From an optimization exercise on the open Yosys and OpenROAD flow, aimed at small area and a short achievable clock period; shortcuts taken in it are not production practice. RTL that was checked went through simulation tests only; none was proved equivalent to the original. For runs 2 to 6, only the layout was checked, not whether the RTL still works. Power figures rest on the tool's default switching activity, not on a simulated workload.

==> flow/design.v <==
`timescale 1ns/1ps
module fifo_sync #(
     parameter Depth = 64,
     parameter  Width = 8)
    (input clk,
     input  resetn,  
     input [Width-1:0] data_in,
     input wr_en, rd_en,
     output [Width-1:0] data_out,    
     output empty, full);
     reg [Width-1:0] memory [0: Depth-1];
     wire do_write = wr_en && !full;
     wire do_read = rd_en && !empty;
     localparam addr_width = $clog2(Depth);
     reg [addr_width:0] count; 
     reg [addr_width-1:0] rd_ptr,wr_ptr;
     always@(posedge clk)
        begin
            if(do_write) 
                    memory[wr_ptr] <= data_in;
        end            
      assign data_out = memory[rd_ptr];
      always@(posedge clk or negedge resetn)
        begin
            if(!resetn)
                begin
                    count <= 0;
                    rd_ptr <= 0;
                    wr_ptr <= 0;
                end  
            else if(do_read && do_write)
                begin
                    rd_ptr <= rd_ptr +1;
                    wr_ptr <= wr_ptr +1;
                end
             else if (do_write)
                begin
                    wr_ptr <= wr_ptr +1;
                    count <= count +1;
                end        
             else if(do_read)
                begin
                    rd_ptr <= rd_ptr +1;
                    count <= count -1;
                end
          end
       assign empty = (count == 0);
       assign full = (count == Depth);
     endmodule
==> flow/run.sh <==
#!/bin/bash
# synth_recipe.tcl (not shown) runs the flow's synth.tcl, then flattens the netlist and writes it again
# the make line also repeats each setting of config.mk as NAME=value (left out here)
make -C /OpenROAD-flow-scripts/flow DESIGN_CONFIG=/design/flow/config.mk WORK_HOME=/design/flow/orfs CLKGATE_MAP_FILE= SYNTH_SCRIPT=/design/flow/synth_recipe.tcl finish
==> flow/config.mk <==
export PLATFORM = sky130hd
export DESIGN_NAME = fifo_sync
export DESIGN_NICKNAME = fifo_sync
export VERILOG_FILES = /design/flow/design.v
export SDC_FILE = /design/flow/constraint.sdc
export NUM_CORES = 4
export LEC_CHECK = 0
export CAP_MARGIN = 20
export CORE_MARGIN = 2
export CORE_UTILIZATION = 40
export SLEW_MARGIN = 20
==> flow/constraint.sdc <==
create_clock -name core_clock -period 4.0 [get_ports {clk}]
set_input_delay 0.8000 -clock core_clock [delete_from_list [all_inputs] [get_ports {clk}]]
set_output_delay 0.8000 -clock core_clock [all_outputs]
set_load 0.01 [all_outputs]
==> results of run 1 <==
## report_power, final
group | switching (uW) | internal [uW]
Clock | 2090 | 3300
Combinational | 3160 | 2670
Sequential | 207 | 6380
Total | 5460 | 12400
## Yosys cell counts (3+ instances only)
cell and count:
sky130_fd_sc_hd__o22ai_1 29, sky130_fd_sc_hd__nand2_1 17, sky130_fd_sc_hd__mux2i_1 89, sky130_fd_sc_hd__dfrtp_1 19, sky130_fd_sc_hd__inv_1 8, sky130_fd_sc_hd__a211oi_1 28, sky130_fd_sc_hd__nand3_1 4, sky130_fd_sc_hd__edfxtp_1 512
sky130_fd_sc_hd__xor2_1 5, sky130_fd_sc_hd__buf_2 13, sky130_fd_sc_hd__buf_1 6, sky130_fd_sc_hd__nand3b_1 5, sky130_fd_sc_hd__and3_1 3, sky130_fd_sc_hd__o21ai_0 13, sky130_fd_sc_hd__ha_1 9, sky130_fd_sc_hd__a22oi_1 14
sky130_fd_sc_hd__mux4_1 8, sky130_fd_sc_hd__buf_12 5, sky130_fd_sc_hd__nand2b_1 4, sky130_fd_sc_hd__buf_4 7, sky130_fd_sc_hd__mux4_2 90, sky130_fd_sc_hd__nor2_1 79, sky130_fd_sc_hd__o2111a_1 6, sky130_fd_sc_hd__a211oi_2 4
sky130_fd_sc_hd__buf_6 7, sky130_fd_sc_hd__clkbuf_1 19, sky130_fd_sc_hd__a21oi_1 7, sky130_fd_sc_hd__nor2b_1 5, sky130_fd_sc_hd__xnor2_1 10
## worst reg2reg max path: stages, from the launching register on
cell and delay [ns]:
sky130_fd_sc_hd__dfrtp_1 0.41, sky130_fd_sc_hd__nor4_2 0.34, sky130_fd_sc_hd__and3_1 0.23, sky130_fd_sc_hd__nand2b_4 0.21, sky130_fd_sc_hd__inv_2 0.11, sky130_fd_sc_hd__fa_1 0.41
sky130_fd_sc_hd__nand2b_1 0.19, sky130_fd_sc_hd__a21oi_1 0.18, sky130_fd_sc_hd__o21ai_0 0.13, sky130_fd_sc_hd__a211oi_1 0.24, sky130_fd_sc_hd__a31oi_1 0.09, sky130_fd_sc_hd__xnor2_1 0.15
## state kept, by name, indices dropped and copies added (netlist names)
signal and cells:
rd_ptr 6, count 7, memory 512, wr_ptr 6
## cell families after synthesis
| group | Yosys count | share of synthesized area |
|---|---|---|
| buffers and inverters | 68 | 0.0205 |
| xor gates and xnor gates | 15 | 0.00622 |
| DFF | 531 | 0.750 |
| adders and majority gates | 10 | 0.00628 |
| muxes | 188 | 0.149 |
| and+or+nand+nor | 134 | 0.0303 |
| AOI/OAI and AO/OA | 113 | 0.0380 |
## placed cells by master, fill, tap and decap left out, types with 6 or more instances in the layout
cell type	instances
sky130_fd_sc_hd__mux2i_1	79
sky130_fd_sc_hd__o22ai_1	27
sky130_fd_sc_hd__buf_2	6
sky130_fd_sc_hd__inv_1	8
sky130_fd_sc_hd__clkinv_1	12
sky130_fd_sc_hd__clkinv_2	10
sky130_fd_sc_hd__ha_1	9
sky130_fd_sc_hd__edfxtp_1	512
sky130_fd_sc_hd__buf_4	111
sky130_fd_sc_hd__dfrtp_1	17
sky130_fd_sc_hd__clkbuf_1	7
sky130_fd_sc_hd__nand2_1	17
sky130_fd_sc_hd__nor2_1	78
sky130_fd_sc_hd__xnor2_1	10
sky130_fd_sc_hd__a211oi_2	17
sky130_fd_sc_hd__a22oi_1	10
sky130_fd_sc_hd__mux4_2	91
sky130_fd_sc_hd__a21oi_1	7
sky130_fd_sc_hd__mux2i_2	6
sky130_fd_sc_hd__dlygate4sd2_1	6
sky130_fd_sc_hd__clkbuf_16	58
sky130_fd_sc_hd__a211oi_1	11
sky130_fd_sc_hd__bufinv_16	10
sky130_fd_sc_hd__o21ai_0	13
sky130_fd_sc_hd__mux4_1	7
## metal layers
metal  track usage  vias up  part of all wire
li1              -     4633                 -
met1         0.261     5616              0.43
met2         0.297      351              0.48
met3        0.0364       78             0.061
met4        0.0639        0             0.029
met5             0        -                 0
## layout make-up
cell class,count,area share
clock buffer,68,0.0600
tap,688,0.0343
antenna,1,0.0000996
clock inverter,34,0.0163
inverter,9,0.00134
sequential,531,0.631
multi-input combinational,460,0.203
timing repair buffer,145,0.0544
## worst max path at each step
stage | endpoint | slack [ns] | cells past startpoint
2_1_floorplan | data_out[3] | 1.37 | 6
3_3_place_gp | data_out[0] | 0.12 | 7
3_5_place_dp | data_out[0] | 0.15 | 7
4_1_cts | data_out[7] | 0.0006 | 8
5_1_grt | data_out[1] | 0.007 | 7
6_report | data_out[1] | 0.06 | 7
## metrics by stage
step            util  hold slack [ns]  total power, uW
2_1_floorplan      -            0.459            10000
3_3_place_gp   0.433            0.475            11800
3_5_place_dp   0.433            0.502            11900
4_1_cts        0.479            0.510            17900
5_1_grt        0.480            0.185            18500
6_report       0.480            0.166            17800
## timing repair
action                     4_1_cts  5_1_grt
resized for setup               58        8
setup endpoints to repair        8        2
gates cloned                     4        1
pin swaps                        8        1
buffers inserted                15        1
==> flow_metrics.env, run 1 <==
export IMPL_timing_slew_headroom=0.282
export IMPL_yosysTopAreaCellShare=0.728
export IMPL_critical_path_top_delay_family="multiplexers"
export IMPL_hold_violations=0
export IMPL_drc=0
export IMPL_dpl_hpwl_mm=30.2
export IMPL_worstSetupStartpoint="rd_ptr[0]$_DFFE_PN0P_"
export IMPL_htree_num_levels=2
export IMPL_placedCellCount=1812
export IMPL_mapped_avg_cell_area_um2=20.0
export IMPL_power_density_mw_per_mm2=709
export IMPL_synth_main_ff_cell="sky130_fd_sc_hd__edfxtp_1"
export IMPL_num_rows=84
export IMPL_stdcell_area_mm2=0.0251
export IMPL_grt_pass1_vias=10986
export IMPL_synth_seq_cells=531
export IMPL_r2r_cells=11
export IMPL_cts_sink_count=531
export IMPL_critPathRequiredTime_ns=3.20
export IMPL_crit_path_max_incr_delay_ns=0.54
export IMPL_sequential_cell_area_mm2=0.0159
export IMPL_drt_wl_total_mm=49.8
export IMPL_period_minus_slack_ns=3.94
export IMPL_number_of_unique_standard_cell_types_used_by_synthesis=53
export IMPL_grt_util_all_layers=0.187
export IMPL_pre_cts_ws_ns=0.153
export IMPL_max_slew_worst_pin_slew_ns=1.08
export IMPL_rr_endpoint="count[6]$_DFFE_PN0P_"
export IMPL_worst_ir_drop_vdd_mv=0.345
export IMPL_crit_path_start_kind="register"
export IMPL_synth_async_reset_ratio=0.0358
export IMPL_layout_cells_non_filler=1936
export IMPL_post_drt_via_cell_ratio=5.52
export IMPL_drt_iter0_drc=1012
export IMPL_finalWeightedCongestion=0.795
export IMPL_floorplan_initialDensity=0.404
export IMPL_cts_inserted_buffers=55
export IMPL_post_drt_wl_per_cell_um=25.7
export IMPL_grt_setup_unrepaired="no"
export IMPL_yosys_warnings=1
export IMPL_port_buffers=21
export IMPL_worst_path_max_fanout=15
export IMPL_count_of_pins_on_the_block_boundary=22
export IMPL_fillerInstances=4284
export IMPL_postSynthCellCount=1059
export IMPL_timing_worst_setup_path_type="reg -> out"
export IMPL_multiInputGateArea_mm2=0.00509
export IMPL_setup_worst_path_end_class="output port"
export IMPL_die_outline_area_mm2=0.0547
export IMPL_die_x_um=234
export IMPL_cts_hold_buf=0
export IMPL_layout_drive_gt1_share=0.292
export IMPL_largest_net_degree_at_the_start_of_global_routing=65
export IMPL_worstPathBufferInverterCount=3
export IMPL_power_static_leakage_uw=0.00837
export IMPL_fin_crit_sh=0.985
export IMPL_worst_path_max_delay_cell="sky130_fd_sc_hd__mux4_2"
export IMPL_areaGrowthSynthToFinish_pct=18.9
export IMPL_synth_edf_count=512
export IMPL_timing_critical_path_cells="buf_4, bufbuf_16, mux4_2, mux2i_1, a22oi_2, o2111a_2, dlygate4sd2_1"
export IMPL_global_route_overflow_total=0
export IMPL_clk_path_buf_depth=3
export IMPL_clock_tree_from_tritoncts="done"
export IMPL_clock_skew_final_ns=0.0147
export IMPL_tns_ns=0
export IMPL_grt_pass1_wl_mm=73.7
export IMPL_max_freq_ghz=0.254
export IMPL_r2r_setup_slack_ns=1.20
export IMPL_antenna_found_initial=0
export IMPL_ant_nets=0
export IMPL_ctsRootBufferMaster="sky130_fd_sc_hd__clkbuf_16"
export IMPL_clock_latency_at_the_later_pin_of_the_worst_skew_pair_ns=0.59
export IMPL_chipHeight_um=234
export IMPL_r2r_start="count[5]$_DFFE_PN0P_"
export IMPL_drt_first_pass_iters=6
export IMPL_hold_class="in -> async"
export IMPL_final_critical_path_setup_slack_ns=0.0587
export IMPL_fp_coreArea_mm2=0.0523
export IMPL_timing_final_max_slew_violations=0
export IMPL_final_setup_viol_count=0
export IMPL_syn_cell_area_mm2=0.0211
export IMPL_num_nets_final=1224
export IMPL_synthTopCellsByArea="sky130_fd_sc_hd__edfxtp_1 73%, sky130_fd_sc_hd__mux4_2 9.6%, sky130_fd_sc_hd__mux2i_1 4.2%"
export IMPL_dr_total_vias=10678
export IMPL_yosysSeqAreaShare=0.750
export IMPL_status="no timing/DRC/antenna violations"
export IMPL_critical_path_arrival_ns=3.14
export IMPL_clk_transition_reported_paths_ns=0.06
export IMPL_placed_cell_area_mm2=0.0226
export IMPL_max_cap_viol_count=0
export IMPL_synth_largest_area_cell="sky130_fd_sc_hd__edfxtp_1"
==> run 2: changes to the inputs <==
==> flow/design.v (replaced) <==
`timescale 1ns/1ps
module fifo_sync #(
     parameter Depth = 64,
     parameter Width = 8)
    (input clk,
     input  resetn,
     input [Width-1:0] data_in,
     input wr_en, rd_en,
     output [Width-1:0] data_out,
     output empty, full);
     localparam AW = $clog2(Depth);
     reg [AW:0] count;        
     reg        empty_r;      
     wire do_read  = rd_en & ~empty_r;
     wire do_write = wr_en & ~count[AW];
     always @(posedge clk or negedge resetn)
        if (!resetn) begin
           count   <= 0;
           empty_r <= 1'b1;
        end else if (do_write != do_read) begin
           count   <= do_write ? count + 1'b1 : count - 1'b1;
           empty_r <= do_read & (count == 1);
        end
     assign empty = empty_r;
     assign full  = count[AW];
     wire [Depth:0] valid;
     genvar i;
     generate
        for (i = 0; i < Depth; i = i + 1) begin : dec
           assign valid[i] = (count > i);
        end
     endgenerate
     assign valid[Depth] = 1'b0;
     reg  [Width-1:0] mem [0:Depth-1];
     generate
        for (i = 0; i < Depth; i = i + 1) begin : ent
           wire hold  = ~do_read & valid[i];
           wire shift =  do_read & valid[i+1];
           wire [Width-1:0] next = (i + 1 < Depth) ? mem[(i + 1) % Depth] : {Width{1'b0}};
           wire load  = ~(hold | shift);
           always @(posedge clk)
              mem[i] <= ({Width{hold}}  & mem[i])
                      | ({Width{shift}} & next)
                      | ({Width{load}}  & data_in);
        end
     endgenerate
     assign data_out = mem[0];
endmodule
==> run 2 against run 1 <==
  * Sequential power grew 48%
  * Die area grew 5.4%
  * Still clean on timing, DRC and antenna
  * Largest cell class is now multi-input combinational cells
  * Routed wire length grew 35%
  * Largest power group is now combinational cells
==> flow_metrics.env, run 2 <==
export IMPL_cts_setup_buffers=0
export IMPL_port_buffers=21
export IMPL_max_cap_viol_count=0
export IMPL_largest_reg_flops=504
export IMPL_mapped_avg_cell_area_um2=10.6
export IMPL_chipHeight_um=240
export IMPL_antenna_found_initial=1
export IMPL_grtUsageMet3=0.0472
export IMPL_final_setup_viol_count=0
export IMPL_most_common_layout_cells="504 x sky130_fd_sc_hd__dfxtp_1, 424 x sky130_fd_sc_hd__a221o_1, 295 x sky130_fd_sc_hd__and3_1, 68 x sky130_fd_sc_hd__buf_4, 61 x sky130_fd_sc_hd__nor2_1"
export IMPL_drt_first_pass_iters=5
export IMPL_synth_seq_cells=520
export IMPL_worst_path_max_delay_cell="sky130_fd_sc_hd__dfrtp_1"
export IMPL_setup_worst_path_end_class="register"
export IMPL_dr_total_vias=18211
export IMPL_status="no timing/DRC/antenna violations"
export IMPL_post_drt_wl_per_cell_um=23.6
export IMPL_crit_path_max_incr_delay_ns=1.02
export IMPL_final_hold_worst_slack_ns=0.471
export IMPL_clk_transition_reported_paths_ns=0.06
export IMPL_fp_coreArea_mm2=0.0551
export IMPL_hold_path_cell_count=1
export IMPL_num_rows=86
export IMPL_fin_crit_sh=0.840
export IMPL_timing_slew_headroom=0.258
export IMPL_ctsRootBufferMaster="sky130_fd_sc_hd__clkbuf_16"
export IMPL_ant_nets=0
export IMPL_crit_path_start_kind="register"
export IMPL_yosys_top_cells_count="504 x sky130_fd_sc_hd__dfxtp_1, 424 x sky130_fd_sc_hd__a221o_1, 295 x sky130_fd_sc_hd__and3_1, 99 x sky130_fd_sc_hd__clkbuf_1, 61 x sky130_fd_sc_hd__nor2_1"
export IMPL_die_outline_area_mm2=0.0576
export IMPL_power_static_leakage_uw=0.0102
export IMPL_number_of_unique_standard_cell_types_used_by_synthesis=97
export IMPL_cts_hold_buf=0
export IMPL_htree_num_levels=2
export IMPL_synth_most_common_cell="sky130_fd_sc_hd__dfxtp_1"
export IMPL_floorplan_initialDensity=0.405
export IMPL_yosysTopAreaCellShare=0.453
export IMPL_grt_busiest_layer="met1"
export IMPL_clock_latency_at_the_later_pin_of_the_worst_skew_pair_ns=0.62
export IMPL_die_x_um=240
export IMPL_clock_tree_from_tritoncts="done"
export IMPL_r2r_cells=4
export IMPL_worstHoldStart="mem[4][2]$_DFF_P_"
export IMPL_power_density_mw_per_mm2=1030
export IMPL_count_of_pins_on_the_block_boundary=22
export IMPL_worst_path_max_fanout=21
export IMPL_synth_largest_area_cell="sky130_fd_sc_hd__dfxtp_1"
export IMPL_syn_cell_area_mm2=0.0223
export IMPL_layout_commonest_cell="sky130_fd_sc_hd__dfxtp_1"
export IMPL_timing_worst_setup_path_type="reg -> reg"
export IMPL_areaGrowthSynthToFinish_pct=12.0
export IMPL_globalRouteMet1Util=0.337
export IMPL_internal_power_uw=15900
export IMPL_totalPowerFinal_uw=25700
export IMPL_synth_edf_count=8
export IMPL_grt_pass1_wl_mm=105
export IMPL_switching_pwr_uw=9800
export IMPL_timing_critical_path_cells="nand2_1, o21ai_1, a211oi_2, a221o_1"
export IMPL_p_sw_frac=0.381
export IMPL_power_clock_fraction=0.211
export IMPL_grt_pass1_vias=17313
export IMPL_rr_endpoint="mem[26][4]$_DFF_P_"
export IMPL_max_slew_worst_pin_slew_ns=1.11
export IMPL_max_flop_register="mem"
export IMPL_synth_async_reset_ratio=0.0154
export IMPL_post_drt_via_cell_ratio=6.37
export IMPL_hold_path_end="mem[3][2]$_DFF_P_"
export IMPL_cts_sink_count=520
export IMPL_finalWeightedCongestion=0.843
export IMPL_layout_cells_non_filler=2857
export IMPL_placedCellCount=2752
export IMPL_timing_final_max_slew_violations=0
export IMPL_clk_path_buf_depth=3
export IMPL_grt_setup_unrepaired="no"
export IMPL_grt_util_all_layers=0.231
export IMPL_period_minus_slack_ns=3.36
export IMPL_critical_path_arrival_ns=3.86
export IMPL_global_route_overflow_total=0
export IMPL_postSynthCellCount=2109
export IMPL_top_regs="mem: 504 flops, count: 7 flops, empty_r: 1 flops"
export IMPL_dpl_hpwl_mm=41.3
export IMPL_drc=0
export IMPL_hold_violations=0
export IMPL_p_seq_frac=0.379
export IMPL_critPathRequiredTime_ns=4.50
export IMPL_drt_wl_total_mm=67.3
export IMPL_largest_net_degree_at_the_start_of_global_routing=61
export IMPL_num_nets_final=2078
export IMPL_post_cts_resized_instances=0
export IMPL_hold_class="reg -> reg"
export IMPL_final_critical_path_setup_slack_ns=0.639
export IMPL_synthTopCellsByArea="sky130_fd_sc_hd__dfxtp_1 45%, sky130_fd_sc_hd__a221o_1 19%, sky130_fd_sc_hd__and3_1 8.3%"
export IMPL_pre_cts_ws_ns=0.185
export IMPL_max_freq_ghz=0.298
export IMPL_tns_ns=0
export IMPL_drt_iter0_drc=1749
export IMPL_synth_main_ff_cell="sky130_fd_sc_hd__dfxtp_1"
export IMPL_pwr_share_comb=0.411
export IMPL_yosysSeqAreaShare=0.472
export IMPL_met2_usage=0.335
export IMPL_r2r_start="count[3]$_DFFE_PN0P_"
export IMPL_worst_ir_drop_vdd_mv=0.371
export IMPL_clock_skew_final_ns=0.0194
export IMPL_r2r_setup_slack_ns=0.64
export IMPL_cts_inserted_buffers=55
export IMPL_layout_drive_gt1_share=0.132
export IMPL_yosys_warnings=2
## run 2: changes by cell type after synthesis, moves of 40 or more
cell | before | now
sky130_fd_sc_hd__a221o_1 | 0 | 424
sky130_fd_sc_hd__and2_1 | 2 | 57
sky130_fd_sc_hd__and3_1 | 3 | 295
sky130_fd_sc_hd__buf_2 | 13 | 59
sky130_fd_sc_hd__clkbuf_1 | 19 | 99
sky130_fd_sc_hd__dfxtp_1 | 0 | 504
sky130_fd_sc_hd__edfxtp_1 | 512 | 8
sky130_fd_sc_hd__mux2i_1 | 89 | 1
sky130_fd_sc_hd__mux4_2 | 90 | 0
sky130_fd_sc_hd__nor3b_1 | 0 | 40
## run 2: metal layers
layer	vias to the layer above	routed length [um]	share of wire
met5	-	13	0.00019
met4	2	1980	0.029
met3	128	5230	0.078
met2	652	28000	0.42
met1	8964	32100	0.48
li1	8465	-	-
## run 2: worst max-delay path by stage
stage | startpoint | endpoint | slack (ns) | depth (start not counted)
after CTS | count[3]$_DFFE_PN0P_ | mem[26][7]$_DFF_P_ | 0.69 | 4
after global placement | rd_en | mem[11][0]$_DFF_P_ | 0.30 | 6
final | count[3]$_DFFE_PN0P_ | mem[26][4]$_DFF_P_ | 0.64 | 4
after detailed placement | rd_en | mem[11][0]$_DFF_P_ | 0.18 | 6
after global routing | count[3]$_DFFE_PN0P_ | mem[26][7]$_DFF_P_ | 0.40 | 4
after floorplan | count[1]$_DFFE_PN0P_ | mem[28][5]$_DFF_P_ | 1.52 | 9
## run 2: logic make-up (layout without fill, tap and decap cells)
kind of cell | Yosys count | in the layout | share of synthesized area
AND/OR/NAND/NOR | 622 | 622 | 0.173
other | 0 | 1 | 0
multiplexers | 1 | 1 | 0.000449
flip-flops | 520 | 520 | 0.472
AO/OA/AOI/OAI | 730 | 730 | 0.304
buffers and inverters | 226 | 225 | 0.0461
XOR/XNOR | 5 | 5 | 0.00196
adder cells (fa/ha/maj) | 5 | 5 | 0.00281
## run 2: per-stage QoR
| stage | utilization | area (um2) |
|---|---|---|
| 2_1_floorplan | - | 22300 |
| 3_3_place_gp | 0.418 | 23000 |
| 3_5_place_dp | 0.418 | 23000 |
| 4_1_cts | 0.453 | 25000 |
| 5_1_grt | 0.453 | 25000 |
| 6_report | 0.453 | 25000 |
## run 2: area by class of cell
class                      instances  area [um2]
antenna                            1        2.50
clock buffer                      68        1530
clock inverter                    36         407
fill                            5196       30100
inverter                          31         116
multi-input combinational       1363       10700
sequential                       520       10500
tap                              748         936
timing repair buffer              90         701
## run 2: power by group through the flow
stage | logic (uW) | registers (uW) | clock network [uW]
after floorplan | 8240 | 9020 | 0
after global placement | 10100 | 9740 | 0
after detailed placement | 10400 | 9750 | 0
after CTS | 10400 | 9690 | 5490
after global routing | 11500 | 10000 | 5700
final | 10600 | 9750 | 5420
## run 2: worst max-delay path: cells and delay by family (launching register included)
kind | cells | cell delay [ns]
flops | 1 | 1.02
simple gates | 1 | 0.60
compound gates | 3 | 1.63
==> run 3: changes to the inputs <==
==> flow/design.v (replaced) <==
`timescale 1ns/1ps
module fifo_sync #(
     parameter Depth = 64,
     parameter Width = 8)
    (input clk,
     input  resetn,
     input [Width-1:0] data_in,
     input wr_en, rd_en,
     output [Width-1:0] data_out,
     output empty, full);
     reg  [Depth-1:0] vld;
     wire [Depth:0]   valid = {1'b0, vld};
     wire do_read  = rd_en & vld[0];
     wire do_write = wr_en & ~vld[Depth-1];
     always @(posedge clk or negedge resetn)
        if (!resetn)
           vld <= 0;
        else if (do_write & ~do_read)
           vld <= {vld[Depth-2:0], 1'b1};
        else if (do_read & ~do_write)
           vld <= {1'b0, vld[Depth-1:1]};
     assign empty = ~vld[0];
     assign full  = vld[Depth-1];
     genvar i;
     reg  [Width-1:0] mem [0:Depth-1];
     generate
        for (i = 0; i < Depth; i = i + 1) begin : ent
           wire hold  = ~do_read & valid[i];
           wire shift =  do_read & valid[i+1];
           wire [Width-1:0] next = (i + 1 < Depth) ? mem[(i + 1) % Depth] : {Width{1'b0}};
           wire load  = ~(hold | shift);
           always @(posedge clk)
              mem[i] <= ({Width{hold}}  & mem[i])
                      | ({Width{shift}} & next)
                      | ({Width{load}}  & data_in);
        end
     endgenerate
     assign data_out = mem[0];
endmodule
==> run 3 against run 2 <==
  * Critical path depth down 2
  * Non-clock buffer count down 47
  * First-iteration DRC count down 36%
  * Register-to-register slack better by 1.2 ns
  * Total power down 13%
  * Design area up 6.7%
  * Final cell count up 1.4%
  * Clock power up 2%
  * Die area up 9.2%
==> flow_metrics.env, run 3 <==
export IMPL_worst_path_max_delay_cell="sky130_fd_sc_hd__dfrtp_4"
export IMPL_postSynthCellCount=2137
export IMPL_ant_nets=0
export IMPL_htree_num_levels=2
export IMPL_power_static_leakage_uw=0.00968
export IMPL_layout_commonest_cell="sky130_fd_sc_hd__dfxtp_1"
export IMPL_dr_total_vias=16661
export IMPL_layout_drive_gt1_share=0.282
export IMPL_max_cap_viol_count=0
export IMPL_crit_path_max_incr_delay_ns=0.58
export IMPL_pre_cts_ws_ns=1.19
export IMPL_yosys_area_share_simple=0.156
export IMPL_final_setup_viol_count=0
export IMPL_synth_edf_count=8
export IMPL_drt_first_pass_iters=5
export IMPL_post_drt_via_cell_ratio=5.75
export IMPL_global_route_overflow_total=0
export IMPL_clk_path_buf_depth=3
export IMPL_grt_setup_unrepaired="no"
export IMPL_synth_seq_cells=576
export IMPL_grt_pass1_vias=16812
export IMPL_worst_path_max_fanout=15
export IMPL_fin_crit_sh=0.681
export IMPL_synth_top_family_by_area="compound AO/OA/AOI/OAI gates"
export IMPL_cts_sink_count=576
export IMPL_yosys_top_cells_count="504 x sky130_fd_sc_hd__dfxtp_1, 423 x sky130_fd_sc_hd__o221a_2, 243 x sky130_fd_sc_hd__nand2b_1, 227 x sky130_fd_sc_hd__or2b_1, 124 x sky130_fd_sc_hd__a31oi_1"
export IMPL_chipHeight_um=251
export IMPL_rr_endpoint="mem[46][3]$_DFF_P_"
export IMPL_syn_cell_area_mm2=0.0244
export IMPL_count_of_pins_on_the_block_boundary=22
export IMPL_fillerInstances=5581
export IMPL_timing_worst_setup_path_type="reg -> out"
export IMPL_status="no timing/DRC/antenna violations"
export IMPL_final_hold_worst_slack_ns=0.310
export IMPL_clock_latency_at_the_later_pin_of_the_worst_skew_pair_ns=0.63
export IMPL_hold_violations=0
export IMPL_post_drt_wl_per_cell_um=19.6
export IMPL_placedCellCount=2787
export IMPL_layout_cells_non_filler=2896
export IMPL_synth_adder_area_share=0
export IMPL_synth_main_ff_cell="sky130_fd_sc_hd__dfxtp_1"
export IMPL_yosysTopAreaCellShare=0.414
export IMPL_grt_util_all_layers=0.180
export IMPL_antenna_found_initial=0
export IMPL_largest_reg_flops=504
export IMPL_critical_path_arrival_ns=1.93
export IMPL_num_rows=90
export IMPL_number_of_unique_standard_cell_types_used_by_synthesis=43
export IMPL_crit_path_start_kind="register"
export IMPL_r2r_cells=4
export IMPL_totalPowerFinal_uw=22400
export IMPL_setup_worst_path_end_class="output port"
export IMPL_mapped_avg_cell_area_um2=11.4
export IMPL_yosys_warnings=2
export IMPL_grt_pass1_wl_mm=94.1
export IMPL_tns_ns=0
export IMPL_muxShareOfSynthArea=0.0214
export IMPL_areaGrowthSynthToFinish_pct=9.25
export IMPL_critical_path_top_delay_family="buffers and inverters"
export IMPL_most_common_layout_cells="504 x sky130_fd_sc_hd__dfxtp_1, 423 x sky130_fd_sc_hd__o221a_2, 243 x sky130_fd_sc_hd__nand2b_1, 227 x sky130_fd_sc_hd__or2b_1, 124 x sky130_fd_sc_hd__a31oi_1"
export IMPL_worstPathBufferInverterCount=2
export IMPL_drt_iter0_drc=1111
export IMPL_critPathRequiredTime_ns=3.20
export IMPL_hold_class="in -> async"
export IMPL_cts_setup_buffers=0
export IMPL_post_cts_resized_instances=0
export IMPL_clk_transition_reported_paths_ns=0.06
export IMPL_die_outline_area_mm2=0.0629
export IMPL_synth_compound_area_share=0.279
export IMPL_floorplan_initialDensity=0.404
export IMPL_n_antenna_cell=0
export IMPL_port_buffers=21
export IMPL_sequential_cell_area_mm2=0.0119
export IMPL_period_minus_slack_ns=2.73
export IMPL_die_x_um=251
export IMPL_drt_wl_total_mm=56.8
export IMPL_synth_most_common_cell="sky130_fd_sc_hd__dfxtp_1"
export IMPL_yosysSeqAreaShare=0.489
export IMPL_max_slew_worst_pin_slew_ns=0.919
export IMPL_max_freq_ghz=0.367
export IMPL_cts_inserted_buffers=60
export IMPL_max_flop_register="mem"
export IMPL_worst_ir_drop_vdd_mv=0.424
export IMPL_drc=0
export IMPL_synthTopCellsByArea="sky130_fd_sc_hd__dfxtp_1 41%, sky130_fd_sc_hd__o221a_2 20%, sky130_fd_sc_hd__or2b_1 7.0%"
export IMPL_ctsRootBufferMaster="sky130_fd_sc_hd__clkbuf_16"
export IMPL_timing_critical_path_cells="inv_1, clkdlybuf4s50_1"
export IMPL_power_density_mw_per_mm2=840
export IMPL_top_regs="mem: 504 flops, vld: 64 flops"
export IMPL_clock_skew_final_ns=0.0392
export IMPL_finalWeightedCongestion=0.746
export IMPL_timing_slew_headroom=0.387
export IMPL_r2r_setup_slack_ns=1.79
export IMPL_synth_largest_area_cell="sky130_fd_sc_hd__dfxtp_1"
export IMPL_cts_hold_buf=0
export IMPL_num_nets_final=2079
export IMPL_synth_xor_area_share=0.00108
export IMPL_multiInputGateArea_mm2=0.0112
export IMPL_timing_final_max_slew_violations=0
export IMPL_final_critical_path_setup_slack_ns=1.27
export IMPL_synth_async_reset_ratio=0.111
export IMPL_largest_net_degree_at_the_start_of_global_routing=96
export IMPL_fp_coreArea_mm2=0.0604
export IMPL_clock_tree_from_tritoncts="done"
export IMPL_dpl_hpwl_mm=34.6
export IMPL_r2r_start="vld[0]$_DFFE_PN0P_"
==> run 3: cell count changes in the layout (fill, tap and decap cells not counted), moves of 51 or more <==
| cell | before | now |
|---|---|---|
| sky130_fd_sc_hd__a31oi_1 | 9 | 124 |
| sky130_fd_sc_hd__o22ai_1 | 9 | 80 |
| sky130_fd_sc_hd__a221o_1 | 424 | 1 |
| sky130_fd_sc_hd__dfrtp_1 | 6 | 63 |
| sky130_fd_sc_hd__nand2b_1 | 3 | 243 |
| sky130_fd_sc_hd__and2_1 | 57 | 0 |
| sky130_fd_sc_hd__o221a_2 | 0 | 423 |
| sky130_fd_sc_hd__mux2i_1 | 1 | 52 |
| sky130_fd_sc_hd__or2b_1 | 0 | 227 |
| sky130_fd_sc_hd__nor2_1 | 61 | 1 |
| sky130_fd_sc_hd__and3_1 | 295 | 1 |
==> run 3: worst register-to-register path, stage by stage (launching register included) <==
cell	delay [ns]
sky130_fd_sc_hd__dfrtp_4	0.58
sky130_fd_sc_hd__buf_12	0.25
sky130_fd_sc_hd__a21boi_1	0.71
sky130_fd_sc_hd__nand2b_1	0.36
sky130_fd_sc_hd__o221a_2	0.24
==> run 3: cell type report <==
cell class                 instances  share of cell area
sequential                       576               0.448
multi-input combinational       1324               0.419
clock buffer                      94              0.0673
tap                              782              0.0367
timing repair buffer              43              0.0140
inverter                          62             0.00874
clock inverter                    15             0.00601
==> run 3: routing by layer <==
layer | GRT usage | wire (um) | vias up
met3 | 0.0250 | 2130 | 75
met4 | 0.0514 | 1180 | 0
met5 | 0 | 0 | -
met1 | 0.255 | 28200 | 8192
li1 | - | - | 8118
met2 | 0.285 | 25300 | 276
==> run 3: report_power, final <==
| part | total (uW) | internal, uW | switching (uW) |
|---|---|---|---|
| Sequential | 9830 | 8220 | 1610 |
| Clock | 5530 | 3190 | 2330 |
| Combinational | 7020 | 3650 | 3370 |
==> run 3: kinds of logic after synthesis <==
group / Yosys count
AOI/OAI and AO/OA: 722
xor gates and xnor gates: 3
buffers and inverters: 237
DFF: 576
muxes: 52
and+or+nand+nor: 547
==> run 3: per-stage QoR <==
stage               utilization  instance area (um2)
floorplan                     -                24400
global placement          0.409                24700
detailed placement        0.409                24700
CTS                       0.441                26600
global route              0.441                26600
finish                    0.441                26600
==> run 3: how the worst max path moves through the flow <==
stage	start	end	slack, ns	cells past startpoint
3_3_place_gp	rd_en	vld[16]$_DFFE_PN0P_	1.25	5
2_1_floorplan	rd_en	vld[35]$_DFFE_PN0P_	2.02	8
5_1_grt	vld[0]$_DFFE_PN0P_	empty	1.20	2
4_1_cts	vld[0]$_DFFE_PN0P_	empty	1.23	2
3_5_place_dp	rd_en	vld[8]$_DFFE_PN0P_	1.19	5
6_report	vld[0]$_DFFE_PN0P_	empty	1.27	2
==> run 4: changes to the inputs <==
==> flow/design.v (replaced) <==
`timescale 1ns/1ps
module fifo_sync #(
     parameter Depth = 64,
     parameter Width = 8)
    (input clk,
     input  resetn,
     input [Width-1:0] data_in,
     input wr_en, rd_en,
     output [Width-1:0] data_out,
     output empty, full);
     reg  [7:0] ta;
     reg  [6:0] tb;
     reg        empty_r;
     wire do_read  = rd_en & ~empty_r;
     wire do_write = wr_en & ~ta[7];
     wire up   = do_write & ~do_read;
     wire down = do_read & ~do_write;
     always @(posedge clk or negedge resetn)
        if (!resetn) begin
           ta      <= 8'b0;
           tb      <= 7'b0;
           empty_r <= 1'b1;
        end else if (up) begin
           if (tb[6]) begin                  
              tb <= 7'b0;
              ta <= {ta[6:0], 1'b1};
           end else
              tb <= {tb[5:0], 1'b1};
           empty_r <= 1'b0;
        end else if (down) begin
           if (!tb[0]) begin                 
              tb <= 7'b1111111;
              ta <= {1'b0, ta[7:1]};
           end else
              tb <= {1'b0, tb[6:1]};
           empty_r <= ~ta[0] & ~tb[1];       
        end
     assign empty = empty_r;
     assign full  = ta[7];
     wire [Depth:0] valid;
     genvar i;
     generate
        for (i = 0; i < Depth; i = i + 1) begin : dec
           wire a_gt  = ta[i / 8];
           wire a_ge  = (i / 8 == 0) ? 1'b1 : ta[(i / 8 + 7) % 8];
           wire b_gt  = (i % 8 == 7) ? 1'b0 : tb[i % 8 % 7];
           assign valid[i] = a_gt | (a_ge & b_gt);
        end
     endgenerate
     assign valid[Depth] = 1'b0;
     reg  [Width-1:0] mem [0:Depth-1];
     generate
        for (i = 0; i < Depth; i = i + 1) begin : ent
           wire hold  = ~do_read & valid[i];
           wire shift =  do_read & valid[i+1];
           wire load  = ~(hold | shift);
           wire [Width-1:0] next = (i + 1 < Depth) ? mem[(i + 1) % Depth] : {Width{1'b0}};
           wire [Width-1:0] d;
           fifo_sel #(.Width(Width)) sel (
              .hold(hold), .shift(shift), .load(load),
              .cur(mem[i]), .nxt(next), .din(data_in), .d(d));
           always @(posedge clk)
              mem[i] <= d;
        end
     endgenerate
     assign data_out = mem[0];
endmodule
module fifo_sel #(
     parameter Width = 8)
    (input hold, shift, load,
     input [Width-1:0] cur, nxt, din,
     output [Width-1:0] d);
     assign d = ({Width{hold}}  & cur)
              | ({Width{shift}} & nxt)
              | ({Width{load}}  & din);
endmodule
--- a/flow/config.mk
+++ b/flow/config.mk
@@ -8,4 +8,7 @@
 export CAP_MARGIN = 20
 export CORE_MARGIN = 2
 export CORE_UTILIZATION = 40
+export SETUP_SLACK_MARGIN = 1.8
 export SLEW_MARGIN = 20
+export SYNTH_HIERARCHICAL = 1
+export SYNTH_MINIMUM_KEEP_SIZE = 0
==> run 4 against run 3 <==
  * Still clean
  * Sequential power hardly changed
  * Clock power is 8.9% lower
  * Core utilization up 3.4 points
  * Worst setup slack gained 0.54 ns
  * Area after synthesis is 17% lower
  * Non-clock buffer count grew 47
  * Critical path depth rose by 5
  * Maximum frequency up 25%
  * Die area shrank 17%
  * First-iteration DRC count rose to 3.2 times the previous value
==> flow_metrics.env, run 4 <==
export IMPL_grt_pass1_wl_mm=93.4
export IMPL_ctsRootBufferMaster="sky130_fd_sc_hd__clkbuf_16"
export IMPL_r2r_setup_slack_ns=1.86
export IMPL_die_outline_area_mm2=0.0524
export IMPL_clk_path_buf_depth=3
export IMPL_final_setup_viol_count=0
export IMPL_largest_reg_flops=512
export IMPL_yosysSeqAreaShare=0.527
export IMPL_internal_power_uw=14800
export IMPL_num_nets_final=2046
export IMPL_worst_ir_drop_vdd_mv=0.369
export IMPL_yosys_top_cells_count="516 x sky130_fd_sc_hd__inv_1, 512 x sky130_fd_sc_hd__a222oi_1, 512 x sky130_fd_sc_hd__dfxtp_1, 131 x sky130_fd_sc_hd__nor2_1, 128 x sky130_fd_sc_hd__clkbuf_2"
export IMPL_totalPowerFinal_uw=23700
export IMPL_most_common_layout_cells="514 x sky130_fd_sc_hd__inv_1, 512 x sky130_fd_sc_hd__a222oi_1, 512 x sky130_fd_sc_hd__dfxtp_1, 104 x sky130_fd_sc_hd__nor2_1, 57 x sky130_fd_sc_hd__clkbuf_16"
export IMPL_max_cap_viol_count=0
export IMPL_synth_most_common_cell="sky130_fd_sc_hd__inv_1"
export IMPL_postSynthCellCount=2068
export IMPL_fin_crit_sh=0.546
export IMPL_htree_num_levels=2
export IMPL_synth_async_reset_ratio=0.0303
export IMPL_hold_path_cell_count=2
export IMPL_period_minus_slack_ns=2.18
export IMPL_count_of_pins_on_the_block_boundary=22
export IMPL_finalWeightedCongestion=0.803
export IMPL_grt_util_all_layers=0.218
export IMPL_dr_total_vias=17183
export IMPL_grt_pass1_vias=16448
export IMPL_placedCellCount=2606
export IMPL_worstHoldStart="mem[44][6]$_DFF_P_"
export IMPL_mapped_avg_cell_area_um2=9.78
export IMPL_crit_path_start_kind="input port"
export IMPL_post_drt_via_cell_ratio=6.26
export IMPL_max_flop_register="mem"
export IMPL_final_critical_path_setup_slack_ns=1.82
export IMPL_power_density_mw_per_mm2=998
export IMPL_fp_coreArea_mm2=0.0501
export IMPL_syn_cell_area_mm2=0.0202
export IMPL_chipHeight_um=229
export IMPL_synth_largest_area_cell="sky130_fd_sc_hd__dfxtp_1"
export IMPL_clock_tree_from_tritoncts="done"
export IMPL_drt_wl_total_mm=59.2
export IMPL_drc=0
export IMPL_cts_inserted_buffers=54
export IMPL_cts_hold_buf=0
export IMPL_power_clock_fraction=0.213
export IMPL_synth_main_ff_cell="sky130_fd_sc_hd__dfxtp_1"
export IMPL_drt_iter0_drc=3572
export IMPL_layout_drive_gt1_share=0.137
export IMPL_synth_seq_cells=528
export IMPL_status="no timing/DRC/antenna violations"
export IMPL_rr_endpoint="ta[7]$_DFFE_PN0P_"
export IMPL_cts_sink_count=528
export IMPL_port_buffers=21
export IMPL_hold_violations=0
export IMPL_largest_net_degree_at_the_start_of_global_routing=65
export IMPL_n_antenna_cell=0
export IMPL_clk_transition_reported_paths_ns=0.06
export IMPL_power_static_leakage_uw=0.0114
export IMPL_post_drt_wl_per_cell_um=21.6
export IMPL_clock_latency_at_the_later_pin_of_the_worst_skew_pair_ns=0.60
export IMPL_r2r_start="empty_r$_DFFE_PN1P_"
export IMPL_r2r_cells=9
export IMPL_global_route_overflow_total=0
export IMPL_worst_path_max_fanout=13
export IMPL_layout_cells_non_filler=2747
export IMPL_clock_skew_final_ns=0.0195
export IMPL_critical_path_arrival_ns=2.67
export IMPL_synthTopCellsByArea="sky130_fd_sc_hd__dfxtp_1 51%, sky130_fd_sc_hd__a222oi_1 25%, sky130_fd_sc_hd__inv_1 9.6%"
export IMPL_die_x_um=229
export IMPL_grt_setup_unrepaired="no"
export IMPL_switching_pwr_uw=8970
export IMPL_max_slew_worst_pin_slew_ns=0.999
export IMPL_p_seq_frac=0.416
export IMPL_top_regs="mem: 512 flops, ta: 8 flops, tb: 7 flops"
export IMPL_timing_final_max_slew_violations=0
export IMPL_tns_ns=0
export IMPL_hold_path_end="mem[43][6]$_DFF_P_"
export IMPL_setup_worst_path_end_class="register"
export IMPL_dpl_hpwl_mm=35.1
export IMPL_hold_class="reg -> reg"
export IMPL_timing_worst_setup_path_type="in -> reg"
export IMPL_antenna_found_initial=0
export IMPL_timing_slew_headroom=0.334
export IMPL_areaGrowthSynthToFinish_pct=17.5
export IMPL_pre_cts_ws_ns=0.527
export IMPL_drt_first_pass_iters=13
export IMPL_number_of_unique_standard_cell_types_used_by_synthesis=33
export IMPL_ant_nets=0
export IMPL_critPathRequiredTime_ns=4.49
export IMPL_floorplan_initialDensity=0.404
export IMPL_layout_commonest_cell="sky130_fd_sc_hd__inv_1"
export IMPL_num_rows=82
export IMPL_yosysTopAreaCellShare=0.507
export IMPL_synth_edf_count=0
export IMPL_max_freq_ghz=0.458
export IMPL_pwr_share_comb=0.372
export IMPL_p_sw_frac=0.378
export IMPL_yosys_warnings=9
-- run 4: cell count changes after synthesis, moves of 130 or more --
cell                       before  now
sky130_fd_sc_hd__a222oi_1       0  512
sky130_fd_sc_hd__inv_1         54  516
sky130_fd_sc_hd__o221a_2      423    0
sky130_fd_sc_hd__or2b_1       227    0
sky130_fd_sc_hd__nand2b_1     243    3
sky130_fd_sc_hd__nor2_1         1  131
-- run 4: how the worst max path moves through the flow --
stage                              startpoint            endpoint  slack, ns  depth (start not counted)
after floorplan                         rd_en   ta[7]$_DFFE_PN0P_       1.54                         11
final                                   wr_en   ta[7]$_DFFE_PN0P_       1.82                          7
after global placement                  rd_en  mem[62][6]$_DFF_P_       0.55                          7
after CTS                               rd_en   ta[7]$_DFFE_PN0P_       1.75                          9
after detailed placement                rd_en  mem[22][6]$_DFF_P_       0.53                          7
after global routing      empty_r$_DFFE_PN1P_  mem[35][5]$_DFF_P_       1.79                          8
-- run 4: kinds of logic after synthesis --
| logic type | count (synthesis) | synth area share |
|---|---|---|
| AO/OA/AOI/OAI | 653 | 0.290 |
| adder cells (fa/ha/maj) | 1 | 0.000619 |
| buffers and inverters | 708 | 0.142 |
| flip-flops | 528 | 0.527 |
| multiplexers | 7 | 0.00408 |
| other | 1 | 0.000185 |
| AND/OR/NAND/NOR | 170 | 0.0367 |
-- run 4: final cells by class --
type,count,area [um2]
fillers,4579,26300
flip-flops and latches,528,10700
multi-input cells,840,7430
inverters,517,1980
clock buffers,89,1730
repair buffers,90,1030
well taps,672,841
clock inverters,9,76.3
repair inverters,2,17.5
-- run 4: power groups by stage --
| stage | combinational, uW | clock, uW | sequential (uW) |
|---|---|---|---|
| after floorplan | 6410 | 0 | 8970 |
| after global placement | 7220 | 0 | 9750 |
| after detailed placement | 7560 | 0 | 9800 |
| after CTS | 8270 | 5140 | 9770 |
| after global routing | 9740 | 5360 | 10100 |
| final | 8820 | 5040 | 9860 |
-- run 4: critical path: stages --
cell,delay [ns]
sky130_fd_sc_hd__clkdlybuf4s50_1,0.57
sky130_fd_sc_hd__nand2b_4,0.25
sky130_fd_sc_hd__clkinvlp_4,0.16
sky130_fd_sc_hd__ha_4,0.35
sky130_fd_sc_hd__clkinv_8,0.08
sky130_fd_sc_hd__and3_4,0.17
sky130_fd_sc_hd__mux2_4,0.29
-- run 4: routing by layer --
metal  up-vias  GRT usage  part of all wire  wire [um]
met1      8493      0.293              0.42      25100
met2       793      0.358              0.47      27600
met3       107     0.0373             0.087       5130
li1       7790          -                 -          -
met4         0     0.0694             0.023       1390
met5         -          0                 0          0
-- run 4: per-stage QoR --
stage | instance area [um2] | hold slack, ns | utilization
floorplan | 20300 | 0.435 | -
global placement | 20600 | 0.444 | 0.412
detailed placement | 20600 | 0.455 | 0.412
CTS | 23300 | 0.469 | 0.465
global route | 23800 | 0.490 | 0.475
finish | 23800 | 0.467 | 0.475
-- run 4: repair_timing --
| item | 4_1_cts | 5_1_grt |
|---|---|---|
| endpoints found under the setup margin | 537 | 464 |
| gates resized for setup | 143 | 63 |
| buffers inserted | 21 | 15 |
| pin swaps | 5 | 20 |
| gates cloned | 5 | 2 |
==> run 5: changes to the inputs <==
--- a/flow/config.mk
+++ b/flow/config.mk
@@ -8,7 +8,7 @@
 export CAP_MARGIN = 20
 export CORE_MARGIN = 2
 export CORE_UTILIZATION = 40
-export SETUP_SLACK_MARGIN = 1.8
+export SETUP_SLACK_MARGIN = 2.2
 export SLEW_MARGIN = 20
 export SYNTH_HIERARCHICAL = 1
 export SYNTH_MINIMUM_KEEP_SIZE = 0
==> run 5 against run 4 <==
  * Design area up 8.0%
  * Clock skew up 0.0030 ns
  * Area after synthesis unchanged
  * Core utilization up 3.8 points
  * Total power up 6.8%
  * Final cell count up 2.4%
  * Hold slack worse by 0.0025 ns
  * Sequential cell count unchanged
  * Register-to-register slack worse by 0.07 ns
  * Critical path type is now reg -> reg
  * Critical endpoint is now mem[32][4]$_DFF_P_
==> flow_metrics.env, run 5 <==
export IMPL_status="no timing/DRC/antenna violations"
export IMPL_die_outline_area_mm2=0.0524
export IMPL_critical_path_arrival_ns=2.69
export IMPL_crit_path_start_kind="register"
export IMPL_most_common_layout_cells="513 x sky130_fd_sc_hd__inv_1, 512 x sky130_fd_sc_hd__a222oi_1, 504 x sky130_fd_sc_hd__dfxtp_1, 69 x sky130_fd_sc_hd__nor2_2, 59 x sky130_fd_sc_hd__clkbuf_16"
export IMPL_top_regs="mem: 512 flops, ta: 8 flops, tb: 7 flops"
export IMPL_stdcell_area_mm2=0.0257
export IMPL_cts_inserted_buffers=54
export IMPL_power_density_mw_per_mm2=986
export IMPL_layout_cells_non_filler=2814
export IMPL_power_static_leakage_uw=0.0120
export IMPL_hold_violations=0
export IMPL_largest_reg_flops=512
export IMPL_synth_compound_area_share=0.290
export IMPL_placed_cell_area_mm2=0.0206
export IMPL_grt_setup_unrepaired="yes"
export IMPL_ant_nets=0
export IMPL_synth_most_common_cell="sky130_fd_sc_hd__inv_1"
export IMPL_global_route_overflow_total=0
export IMPL_yosys_warnings=9
export IMPL_worstSetupStartpoint="empty_r$_DFFE_PN1P_"
export IMPL_hold_path_cell_count=2
export IMPL_num_nets_final=2111
export IMPL_clock_latency_at_the_later_pin_of_the_worst_skew_pair_ns=0.61
export IMPL_syn_cell_area_mm2=0.0202
export IMPL_layout_drive_gt1_share=0.231
export IMPL_antenna_found_initial=0
export IMPL_worst_ir_drop_vdd_mv=0.440
export IMPL_rr_endpoint="mem[32][4]$_DFF_P_"
export IMPL_ctsRootBufferMaster="sky130_fd_sc_hd__clkbuf_16"
export IMPL_synth_seq_cells=528
export IMPL_hold_class="reg -> reg"
export IMPL_max_cap_viol_count=0
export IMPL_clk_transition_reported_paths_ns=0.07
export IMPL_timing_slew_headroom=0.241
export IMPL_count_of_pins_on_the_block_boundary=22
export IMPL_yosysTopAreaCellShare=0.507
export IMPL_drc=0
export IMPL_layout_commonest_cell="sky130_fd_sc_hd__inv_1"
export IMPL_max_slew_worst_pin_slew_ns=1.14
export IMPL_synth_largest_area_cell="sky130_fd_sc_hd__dfxtp_1"
export IMPL_totalPowerFinal_uw=25300
export IMPL_grt_pass1_wl_mm=96.3
export IMPL_hold_path_end="mem[41][6]$_DFF_P_"
export IMPL_r2r_setup_slack_ns=1.79
export IMPL_yosys_top_cells_count="516 x sky130_fd_sc_hd__inv_1, 512 x sky130_fd_sc_hd__a222oi_1, 512 x sky130_fd_sc_hd__dfxtp_1, 131 x sky130_fd_sc_hd__nor2_1, 128 x sky130_fd_sc_hd__clkbuf_2"
export IMPL_fin_crit_sh=0.553
export IMPL_dpl_hpwl_mm=34.8
export IMPL_areaGrowthSynthToFinish_pct=27.0
export IMPL_placedCellCount=2602
export IMPL_htree_num_levels=2
export IMPL_cts_sink_count=528
export IMPL_synth_main_ff_cell="sky130_fd_sc_hd__dfxtp_1"
export IMPL_drt_wl_total_mm=65.0
export IMPL_chipHeight_um=229
export IMPL_multiInputGateArea_mm2=0.00823
export IMPL_fillerInstances=4334
export IMPL_tns_ns=0
export IMPL_setup_worst_path_end_class="register"
export IMPL_synthTopCellsByArea="sky130_fd_sc_hd__dfxtp_1 51%, sky130_fd_sc_hd__a222oi_1 25%, sky130_fd_sc_hd__inv_1 9.6%"
export IMPL_clock_skew_final_ns=0.0225
export IMPL_worstHoldStart="mem[42][6]$_DFF_P_"
export IMPL_synth_adder_area_share=0.000619
export IMPL_post_drt_wl_per_cell_um=23.1
export IMPL_num_rows=82
export IMPL_yosysSeqAreaShare=0.527
export IMPL_drt_first_pass_iters=14
export IMPL_synth_edf_count=0
export IMPL_sequential_cell_area_mm2=0.0107
export IMPL_n_antenna_cell=0
export IMPL_grt_pass1_vias=16711
export IMPL_max_flop_register="mem"
export IMPL_final_setup_viol_count=0
export IMPL_r2r_cells=9
export IMPL_synth_top_family_by_area="compound AO/OA/AOI/OAI gates"
export IMPL_r2r_start="empty_r$_DFFE_PN1P_"
export IMPL_floorplan_initialDensity=0.404
export IMPL_fp_coreArea_mm2=0.0501
export IMPL_post_drt_via_cell_ratio=6.39
export IMPL_synth_async_reset_ratio=0.0303
export IMPL_dr_total_vias=17969
export IMPL_largest_net_degree_at_the_start_of_global_routing=65
export IMPL_grt_util_all_layers=0.228
export IMPL_finalWeightedCongestion=0.782
export IMPL_max_freq_ghz=0.452
export IMPL_port_buffers=21
export IMPL_period_minus_slack_ns=2.21
export IMPL_postSynthCellCount=2068
export IMPL_clock_tree_from_tritoncts="done"
export IMPL_muxShareOfSynthArea=0.00408
export IMPL_number_of_unique_standard_cell_types_used_by_synthesis=33
export IMPL_timing_worst_setup_path_type="reg -> reg"
export IMPL_cts_hold_buf=0
export IMPL_clk_path_buf_depth=3
export IMPL_drt_iter0_drc=3966
export IMPL_critPathRequiredTime_ns=4.47
export IMPL_timing_final_max_slew_violations=0
export IMPL_worst_path_max_fanout=8
export IMPL_yosys_area_share_simple=0.0367
export IMPL_die_x_um=229
export IMPL_synth_xor_area_share=0
export IMPL_mapped_avg_cell_area_um2=9.78
## run 5: cell types whose count changed in the layout (fill, tap and decap cells not counted), moves of 8 or more
cell / delta
sky130_fd_sc_hd__nor2_1: -83
sky130_fd_sc_hd__nor2_2: +44
sky130_fd_sc_hd__buf_6: +42
sky130_fd_sc_hd__nor2_4: +39
sky130_fd_sc_hd__buf_12: +18
sky130_fd_sc_hd__a21oi_1: -14
sky130_fd_sc_hd__a21oi_4: +13
sky130_fd_sc_hd__a31oi_1: -13
sky130_fd_sc_hd__a31oi_4: +8
sky130_fd_sc_hd__dfxtp_1: -8
sky130_fd_sc_hd__dfxtp_2: +8
## run 5: final cells by class
type                    count  share of cell area
clock buffers              80              0.0640
multi-input cells         844               0.321
well taps                 672              0.0327
repair buffers            148              0.0786
repair inverters            5             0.00239
inverters                 517              0.0772
flip-flops and latches    528               0.416
clock inverters            20             0.00828
## run 5: through the flow
stage / utilization / hold WS, ns / setup WS [ns]
6_report: 0.513 / 0.464 / 1.79
5_1_grt: 0.513 / 0.486 / 1.79
4_1_cts: 0.494 / 0.468 / 1.87
3_5_place_dp: 0.412 / 0.454 / 0.569
3_3_place_gp: 0.412 / 0.444 / 0.602
2_1_floorplan: - / 0.435 / 1.54
## run 5: where the power goes
group / switching [uW] / internal, uW
Sequential: 2100 / 7980
Combinational: 5540 / 4500
Clock: 2130 / 3090
Total: 9770 / 15600
## run 5: how the worst max path moves through the flow
| stage | end |
|---|---|
| 2_1_floorplan | ta[7]$_DFFE_PN0P_ |
| 3_3_place_gp | ta[7]$_DFFE_PN0P_ |
| 3_5_place_dp | ta[7]$_DFFE_PN0P_ |
| 4_1_cts | empty |
| 5_1_grt | mem[32][4]$_DFF_P_ |
| 6_report | mem[32][4]$_DFF_P_ |
## run 5: per-layer routing
layer / GRT usage / routed length, um / up-vias
met1: 0.304 / 26100 / 8858
met3: 0.0362 / 6030 / 165
li1: - / - / 7959
met2: 0.374 / 30400 / 987
met4: 0.0864 / 2440 / 0
met5: 0 / 0 / -
## run 5: kinds of logic (layout without fill, tap and decap cells)
| kind of cell | Yosys count | after routing |
|---|---|---|
| other cells | 1 | 9 |
| fa+ha+maj | 1 | 1 |
| mux | 7 | 7 |
| flops | 528 | 528 |
| simple gates | 170 | 174 |
| compound gates | 653 | 653 |
| buf+inv | 708 | 770 |
## run 5: timing repair
action                     CTS  global route
gates cloned                15             6
setup endpoints to repair  538           538
buffers inserted            60            31
gates resized for setup    368           149
pin swaps                  342           204
## run 5: worst max-delay path: stages (launching register included)
cell and delay, ns:
sky130_fd_sc_hd__dfstp_2 0.56, sky130_fd_sc_hd__buf_6 0.13, sky130_fd_sc_hd__nor2b_4 0.04, sky130_fd_sc_hd__buf_12 0.16
sky130_fd_sc_hd__buf_12 0.15, sky130_fd_sc_hd__mux2_4 0.28, sky130_fd_sc_hd__buf_12 0.16, sky130_fd_sc_hd__a21oi_4 0.09
sky130_fd_sc_hd__a222oi_1 0.38, sky130_fd_sc_hd__inv_1 0.10
==> run 6: changes to the inputs <==
--- a/flow/design.v
+++ b/flow/design.v
@@ -10,8 +10,10 @@
      output empty, full);
      reg  [7:0] ta;
      reg  [6:0] tb;
-     reg        empty_r;
-     wire do_read  = rd_en & ~empty_r;
+     reg        nempty;       
+     reg        empty_r;      
+     reg        full_r;       
+     wire do_read  = rd_en & nempty;
      wire do_write = wr_en & ~ta[7];
      wire up   = do_write & ~do_read;
      wire down = do_read & ~do_write;
@@ -19,24 +21,30 @@
         if (!resetn) begin
            ta      <= 8'b0;
            tb      <= 7'b0;
+           nempty  <= 1'b0;
            empty_r <= 1'b1;
+           full_r  <= 1'b0;
         end else if (up) begin
            if (tb[6]) begin                  
               tb <= 7'b0;
               ta <= {ta[6:0], 1'b1};
            end else
               tb <= {tb[5:0], 1'b1};
+           nempty  <= 1'b1;
            empty_r <= 1'b0;
+           full_r  <= ta[6] & tb[6];         
         end else if (down) begin
            if (!tb[0]) begin                 
               tb <= 7'b1111111;
               ta <= {1'b0, ta[7:1]};
            end else
               tb <= {1'b0, tb[6:1]};
-           empty_r <= ~ta[0] & ~tb[1];       
+           nempty  <= ta[0] | tb[1];         
+           empty_r <= ~(ta[0] | tb[1]);
+           full_r  <= 1'b0;
         end
      assign empty = empty_r;
-     assign full  = ta[7];
+     assign full  = full_r;
      wire [Depth:0] valid;
      genvar i;
      generate
--- a/flow/config.mk
+++ b/flow/config.mk
@@ -8,6 +8,8 @@
 export CAP_MARGIN = 20
 export CORE_MARGIN = 2
 export CORE_UTILIZATION = 40
+export CTS_CLUSTER_DIAMETER = 100
+export CTS_CLUSTER_SIZE = 30
 export SETUP_SLACK_MARGIN = 2.2
 export SLEW_MARGIN = 20
 export SYNTH_HIERARCHICAL = 1
==> run 6 against run 5 <==
  * Hold slack worse by 0.0098 ns
  * Global-route usage shrank 2.4 points
  * Non-clock buffer count down 1
  * Count of clock-buffer cells in the layout fell by 54
  * Sequential power shrank 4%
  * Worst setup slack gained 0.12 ns
  * Final cell count fell by 2.6%
  * Maximum frequency increased by 5.7%
  * Critical path depth is 8 lower
  * Sequential share of layout area rose by 3.2 points
  * Total power shrank 12%
  * Critical path type is now reg -> out
  * Highest routed layer is now met5
==> flow_metrics.env, run 6 <==
export IMPL_status="no timing/DRC/antenna violations"
export IMPL_largest_reg_flops=512
export IMPL_chipHeight_um=229
export IMPL_power_density_mw_per_mm2=926
export IMPL_pre_cts_ws_ns=0.593
export IMPL_max_slew_worst_pin_slew_ns=1.01
export IMPL_worst_path_max_delay_cell="sky130_fd_sc_hd__dfstp_2"
export IMPL_max_flop_register="mem"
export IMPL_fillerInstances=4421
export IMPL_yosys_warnings=9
export IMPL_floorplan_initialDensity=0.405
export IMPL_cts_inserted_buffers=21
export IMPL_cts_hold_buf=0
export IMPL_number_of_unique_standard_cell_types_used_by_synthesis=35
export IMPL_r2r_cells=7
export IMPL_timing_critical_path_cells="buf_6"
export IMPL_worstPathBufferInverterCount=1
export IMPL_die_x_um=229
export IMPL_r2r_start="nempty$_DFFE_PN0P_"
export IMPL_fp_coreArea_mm2=0.0502
export IMPL_synth_async_reset_ratio=0.0340
export IMPL_count_of_pins_on_the_block_boundary=22
export IMPL_yosys_top_cells_count="517 x sky130_fd_sc_hd__inv_1, 512 x sky130_fd_sc_hd__a222oi_1, 512 x sky130_fd_sc_hd__dfxtp_1, 133 x sky130_fd_sc_hd__nor2_1, 128 x sky130_fd_sc_hd__clkbuf_2"
export IMPL_power_clock_fraction=0.120
export IMPL_dr_total_vias=17259
export IMPL_post_drt_wl_per_cell_um=21.5
export IMPL_synthTopCellsByArea="sky130_fd_sc_hd__dfxtp_1 50%, sky130_fd_sc_hd__a222oi_1 25%, sky130_fd_sc_hd__inv_1 9.6%"
export IMPL_num_nets_final=2076
export IMPL_clock_latency_at_the_later_pin_of_the_worst_skew_pair_ns=0.59
export IMPL_grt_util_all_layers=0.205
export IMPL_final_critical_path_setup_slack_ns=1.91
export IMPL_hold_path_cell_count=2
export IMPL_detailed_route_wirelength_on_metal3_mm=4.52
export IMPL_crit_path_max_incr_delay_ns=0.58
export IMPL_grt_setup_unrepaired="yes"
export IMPL_drt_first_pass_iters=11
export IMPL_critical_path_top_delay_family="flip-flops"
export IMPL_layout_commonest_cell="sky130_fd_sc_hd__inv_1"
export IMPL_clock_skew_final_ns=0.0453
export IMPL_rr_endpoint="mem[20][6]$_DFF_P_"
export IMPL_dpl_hpwl_mm=36.0
export IMPL_timing_slew_headroom=0.329
export IMPL_synth_edf_count=0
export IMPL_n_antenna_cell=0
export IMPL_drt_wl_total_mm=58.9
export IMPL_yosysSeqAreaShare=0.527
export IMPL_p_sw_frac=0.402
export IMPL_ant_nets=0
export IMPL_most_common_layout_cells="516 x sky130_fd_sc_hd__inv_1, 512 x sky130_fd_sc_hd__a222oi_1, 504 x sky130_fd_sc_hd__dfxtp_1, 84 x sky130_fd_sc_hd__nor2_2, 56 x sky130_fd_sc_hd__buf_4"
export IMPL_met1Wirelength_mm=24.8
export IMPL_post_drt_via_cell_ratio=6.30
export IMPL_die_outline_area_mm2=0.0526
export IMPL_met2_routed_wl_mm=27.9
export IMPL_mapped_avg_cell_area_um2=9.80
export IMPL_fin_crit_sh=0.523
export IMPL_synth_most_common_cell="sky130_fd_sc_hd__inv_1"
export IMPL_worst_ir_drop_vdd_mv=0.389
export IMPL_synth_largest_area_cell="sky130_fd_sc_hd__dfxtp_1"
export IMPL_largest_net_degree_at_the_start_of_global_routing=65
export IMPL_worst_path_max_fanout=2
export IMPL_synth_main_ff_cell="sky130_fd_sc_hd__dfxtp_1"
export IMPL_cts_sink_count=530
export IMPL_drt_iter0_drc=3409
export IMPL_port_buffers=21
export IMPL_num_rows=82
export IMPL_clk_transition_reported_paths_ns=0.11
export IMPL_final_setup_viol_count=0
export IMPL_r2r_setup_slack_ns=2.06
export IMPL_crit_path_start_kind="register"
export IMPL_hold_path_end="mem[25][6]$_DFF_P_"
export IMPL_highest_signal_layer="met5"
export IMPL_yosysTopAreaCellShare=0.505
export IMPL_multiInputGateArea_mm2=0.00809
export IMPL_critPathRequiredTime_ns=3.20
export IMPL_global_route_overflow_total=0
export IMPL_htree_num_levels=1
export IMPL_max_cap_viol_count=0
export IMPL_layout_drive_gt1_share=0.202
export IMPL_clock_tree_from_tritoncts="done"
export IMPL_areaGrowthSynthToFinish_pct=17.9
export IMPL_hold_class="reg -> reg"
export IMPL_antenna_found_initial=1
export IMPL_syn_cell_area_mm2=0.0203
export IMPL_timing_final_max_slew_violations=0
export IMPL_setup_worst_path_end_class="output port"
export IMPL_totalPowerFinal_uw=22200
export IMPL_p_seq_frac=0.439
export IMPL_pwr_share_comb=0.441
export IMPL_worstHoldStart="mem[26][6]$_DFF_P_"
export IMPL_sequential_cell_area_mm2=0.0107
export IMPL_max_freq_ghz=0.478
export IMPL_grt_pass1_wl_mm=89.2
export IMPL_internal_power_uw=13300
export IMPL_switching_pwr_uw=8910
export IMPL_critical_path_arrival_ns=1.29
export IMPL_tns_ns=0
export IMPL_timing_worst_setup_path_type="reg -> out"
export IMPL_power_static_leakage_uw=0.0112
export IMPL_synth_seq_cells=530
export IMPL_ctsRootBufferMaster="sky130_fd_sc_hd__clkbuf_16"
export IMPL_grt_pass1_vias=15984
export IMPL_hold_violations=0
export IMPL_clk_path_buf_depth=3
export IMPL_finalWeightedCongestion=0.780
export IMPL_drc=0
export IMPL_top_regs="mem: 512 flops, ta: 8 flops, tb: 7 flops"
export IMPL_postSynthCellCount=2072
export IMPL_period_minus_slack_ns=2.09
run 6: changes by cell type in the layout (fill, tap and decap cells not counted), sizes merged, moves of 4 or more:
cell,delta
clkinv,-17
clkbuf,-48
buf,-4
and3,+7
and2,-11
run 6: timing repair:
item	CTS	global route
gates resized for setup	321	137
endpoints found under the hold margin	0	0
setup buffers	37	49
setup endpoints to repair	540	506
pin swaps	78	281
cloned	3	9
run 6: per-stage QoR:
| step | instances | hold WS, ns | utilization | cell area, um2 |
|---|---|---|---|---|
| after floorplan | 2080 | 0.435 | - | 20600 |
| after detailed placement | 2614 | 0.455 | 0.413 | 20700 |
| after global routing | 2741 | 0.482 | 0.477 | 23900 |
| after global placement | 2614 | 0.446 | 0.413 | 20700 |
| final | 2741 | 0.454 | 0.477 | 23900 |
| after CTS | 2683 | 0.452 | 0.452 | 22700 |
run 6: logic make-up after synthesis:
kind of cell               after synthesis  synth area share
and+or+nand+nor                        172            0.0362
other                                    1          0.000185
AOI/OAI and AO/OA                      654             0.291
buffers and inverters                  707             0.140
DFF                                    530             0.527
muxes                                    7           0.00456
adders and majority gates                1          0.000616
run 6: final cells by class:
cell class,instances,share of cell area
tap,672,0.0351
clock buffer,26,0.0227
inverter,519,0.0821
clock inverter,3,0.00193
multi-input combinational,844,0.338
timing repair buffer,147,0.0718
sequential,530,0.449
run 6: power by group through the flow:
stage          registers [uW]  clock network (uW)  logic (uW)
6_report                 9730                2660        9780
4_1_cts                  9820                2730        8480
2_1_floorplan            8980                   0        6510
5_1_grt                  9980                2920       10700
3_5_place_dp             9850                   0        7410
3_3_place_gp             9800                   0        7100
run 6: worst max path at each step:
| stage | startpoint | to | slack [ns] | cells past startpoint |
|---|---|---|---|---|
| after CTS | empty_r$_DFFE_PN1P_ | empty | 1.89 | 1 |
| final | empty_r$_DFFE_PN1P_ | empty | 1.91 | 1 |
| after floorplan | rd_en | ta[7]$_DFFE_PN0P_ | 1.45 | 12 |
| after global routing | empty_r$_DFFE_PN1P_ | empty | 1.89 | 1 |
| after detailed placement | rd_en | mem[7][6]$_DFF_P_ | 0.59 | 7 |
| after global placement | rd_en | mem[7][6]$_DFF_P_ | 0.62 | 7 |
run 6: worst reg2reg max path: stages (launching register included):
cell                       delay [ns]
sky130_fd_sc_hd__dfrtp_2         0.46
sky130_fd_sc_hd__and2_4          0.21
sky130_fd_sc_hd__buf_6           0.13
sky130_fd_sc_hd__mux2_4          0.43
sky130_fd_sc_hd__buf_6           0.17
sky130_fd_sc_hd__a21oi_4         0.26
sky130_fd_sc_hd__a222oi_1        0.14
sky130_fd_sc_hd__inv_1           0.09
run 6: layer usage:
layer  GRT usage  vias to the layer above
li1            -                     7847
met1       0.274                     8518
met2       0.344                      781
met3      0.0300                      111
met4      0.0578                        2
met5           0                        -

-- what the ideal ports hide --
In the flow no input, the clock included, has a driving cell. The finished layouts below were timed again as built, in two steps.
Step 1 assumes that a clkbuf_16 drives the clock port and a buf_2 every other input.
Step 2 adds t to the input delays and takes it off the output delays; t is the mean of the earliest and latest rising clock arrival at the registers after step 1. Input paths then give back, and output paths get back, about the clock's delay inside the block.
a / b / c = no drivers / after step 1 / after step 2; a / b = the first two.
run | t, ns | slack for setup (ns) | clock arrival spread, ns | worst register clock-pin slew, ns | worst slew at a driven data input, ns
run 1 | 0.639 | 0.059 / 0.007 / 0.645 | 0.015 / 0.015 | 0.06 / 0.06 | 0.03
run 2 | 0.661 | 0.639 / 0.639 / 0.043 | 0.023 / 0.022 | 0.07 / 0.07 | 0.10
run 3 | 0.681 | 1.275 / 1.212 / 1.120 | 0.044 / 0.044 | 0.07 / 0.07 | 0.07
run 4 | 0.647 | 1.817 / 1.819 / 1.201 | 0.024 / 0.024 | 0.06 / 0.06 | 0.08
run 5 | 0.657 | 1.788 / 1.759 / 1.326 | 0.023 / 0.023 | 0.07 / 0.07 | 0.08
run 6 | 0.631 | 1.908 / 1.849 / 1.531 | 0.050 / 0.050 | 0.12 / 0.12 | 0.09
After both steps every run listed still meets setup and hold. The setup slack of run 4, which loses most, moves by +0.002 ns with the drivers and by -0.616 ns with both steps.
